This design comes from an exercise in tuning for small area on the open sky130 flow, not from production work.
In this exercise RTL edits were held to simulation tests only and were not proved equivalent to the original.
The flow treats the clock pin as an ideal source, which a real chip does not have.
Power figures rest on the tool's default switching activity, not on a simulated workload.

==> try-fjord <==
// top
module top(clk, por, master, slave, led, an, seg, reset, switch, resume);
==> flow/config.mk <==
export PLATFORM = sky130hd
export DESIGN_NAME = top
export DESIGN_NICKNAME = top
export VERILOG_FILES = /design/flow/design.v
export SDC_FILE = /design/flow/constraint.sdc
export NUM_CORES = 4
export LEC_CHECK = 0
export ABC_AREA = 1
export CAP_MARGIN = 20
export CORE_MARGIN = 2
export CORE_UTILIZATION = 40
export SLEW_MARGIN = 20
==> flow/constraint.sdc <==
create_clock -name core_clock -period 11.0 [get_ports {clk}]
set_input_delay 2.2000 -clock core_clock [delete_from_list [all_inputs] [get_ports {clk}]]
set_output_delay 2.2000 -clock core_clock [all_outputs]
set_load 0.01 [all_outputs]
standard.sh (not shown) runs the stock make flow with config.mk's settings and CLKGATE_MAP_FILE= SYNTH_SCRIPT=/design/flow/synth_recipe.tcl, a recipe that flattens the netlist after the stock synthesis.
==> flow/flow/run.sh <==
#!/bin/bash
set -euo pipefail
H=$(pwd)
sed "s#SYNTH_SCRIPT=[^ ]*#SYNTH_SCRIPT=$H/flow/synth.tcl#" standard.sh > my_standard.sh
export MY_ABC_SCRIPT=$H/flow/area.abc
export ABC_SEEDS="1 2 3 4 5 6 7 8"
export POST_CTS_TCL=$H/flow/post_cts.tcl
bash my_standard.sh ADDER_MAP_FILE= SKIP_REPAIR_TIE_FANOUT=1 SYNTH_OPERATIONS_ARGS=-nofsm \
  "BUFFER_PORTS_ARGS=-buffer_cell sky130_fd_sc_hd__buf_1" \
  "CTS_ARGS=-sink_clustering_enable -repair_clock_nets -dont_use_dummy_load" \
  finish > make.log 2>&1
Other scripts of this flow, unchanged in this note and not shown: flow/flow/area.abc, flow/flow/post_cts.tcl, flow/flow/synth.tcl
==> inputs of try-lagoon, as changes to try-fjord <==
--- a/flow/design.v
+++ b/flow/design.v
@@ -114,27 +114,23 @@
     end
     wire [2:0] lt = {r_a[1] & r_a[0], r_a[1], r_a[1] | r_a[0]};
     always @(*) led = player ? {3'b000, lt} : {lt, 3'b000};
     wire [1:0] count = {h[1], h[0] | (rst_op & e22)};
     wire zero = (t_a == 4'd0) & (o_a == 4'd0);
-    wire hun = (t_a == 4'd10);
+    wire hun = t_a[3] & t_a[1];      
     function [7:0] digit;
         input [3:0] d;
-        case (d)
-            4'd0: digit = 8'b00000011;
-            4'd1: digit = 8'b10011111;
-            4'd2: digit = 8'b00100101;
-            4'd3: digit = 8'b00001101;
-            4'd4: digit = 8'b10011001;
-            4'd5: digit = 8'b01001001;
-            4'd6: digit = 8'b01000001;
-            4'd7: digit = 8'b00011111;
-            4'd8: digit = 8'b00000001;
-            4'd9: digit = 8'b00001001;
-4'd10: digit = 8'b00000011;
-            default: digit = 8'b11111111;
-        endcase
+        begin
+            digit[7] = (~d[3] & ~d[2] & ~d[1] & d[0]) | (d[2] & ~d[1] & ~d[0]);
+            digit[6] = (d[2] & d[1] & ~d[0]) | (d[2] & ~d[1] & d[0]);
+            digit[5] = ~d[3] & ~d[2] & d[1] & ~d[0];
+            digit[4] = (d[2] & ~d[1] & ~d[0]) | (~d[3] & ~d[2] & ~d[1] & d[0]) | (d[2] & d[1] & d[0]);
+            digit[3] = (d[2] & ~d[1]) | d[0];
+            digit[2] = (d[1] & d[0]) | (~d[3] & ~d[2] & d[0]) | (~d[3] & ~d[2] & d[1]);
+            digit[1] = (~d[3] & ~d[2] & ~d[1]) | (d[3] & d[1]) | (d[2] & d[1] & d[0]);
+            digit[0] = 1'b1;
+        end
     endfunction
     wire [3:0] dsel = count[0] ? t_a : o_a;
     wire [7:0] dpat = digit(dsel);
     always @(*) begin
         case (count)
==> comparison table <==
Outcome: try-fjord complete, no violations; try-lagoon complete, no violations
Buffers outside the clock class: try-fjord 29; try-lagoon 28
Vias in the first global route: try-fjord 1,796; try-lagoon 1,756
Met3 Resource Use GR: try-fjord 0.0448; try-lagoon 0.0379
Path depth of the worst reg2reg path: try-fjord 10; try-lagoon 9
Area share of fa/ha/maj cells after synthesis: try-fjord 0; try-lagoon 0.00455
DIE AREA: try-fjord 6180 um^2; try-lagoon 6110 um^2
Clk pwr: try-fjord 0.0000791 W; try-lagoon 0.0000742 W
Pin count of the biggest net entering global routing: try-fjord 18; try-lagoon 17
Wirelength, routed: try-fjord 4890 um; try-lagoon 4800 um
Summed instance area of the synthesized netlist: try-fjord 2230 um^2; try-lagoon 2200 um^2
Final hold slack: try-fjord 0.444 ns; try-lagoon 0.427 ns
Total instance count after detailed placement: try-fjord 372; try-lagoon 368
Headroom to the max-slew limit: try-fjord 0.393; try-lagoon 0.373
Power density over the cells: try-fjord 161 nW/um^2; try-lagoon 159 nW/um^2
Switch share: try-fjord 0.358; try-lagoon 0.356
Multi-input gate share of the layout cell area: try-fjord 0.498; try-lagoon 0.500
Depth of the worst hold-timing path: try-fjord 2; try-lagoon 1
Peak supply drop: try-fjord 0.105 mV; try-lagoon 0.0912 mV
Multi-input logic area: try-fjord 1190 um^2; try-lagoon 1180 um^2
Mux share of post-synthesis cell area: try-fjord 0.0180; try-lagoon 0.0182
Capture instance of the worst register-to-register path: try-fjord o_a[2]; try-lagoon o_a[3]

## static timing again, ports no longer ideal
The flow's constraints put no driver on any port. The routed layouts listed below were extracted and timed again, unchanged, in two steps.
Step 1, drivers: a clkbuf_16 drives clk and a buf_2 each remaining input, both assumed.
Step 2 adds t to the input delays and takes it off the output delays; t is the mean of the earliest and latest rising clock arrival at the registers after step 1. Input paths then give back, and output paths get back, about the clock's delay inside the block.
Three values: no drivers, after step 1, after step 2; two values: the first two.
| run | t, ns | setup slack, ns | hold WS [ns] | worst setup path after step 2 | latest minus earliest clock arrival (ns) |
|---|---|---|---|---|---|
| try-fjord | 0.357 | 4.830 / 4.805 / 5.162 | 0.444 / 0.444 / 0.444 | register to output | 0.032 / 0.032 |
| try-lagoon | 0.356 | 5.268 / 5.246 / 5.602 | 0.427 / 0.427 / 0.427 | register to output | 0.023 / 0.024 |
After both steps setup and hold are still met in every run listed.
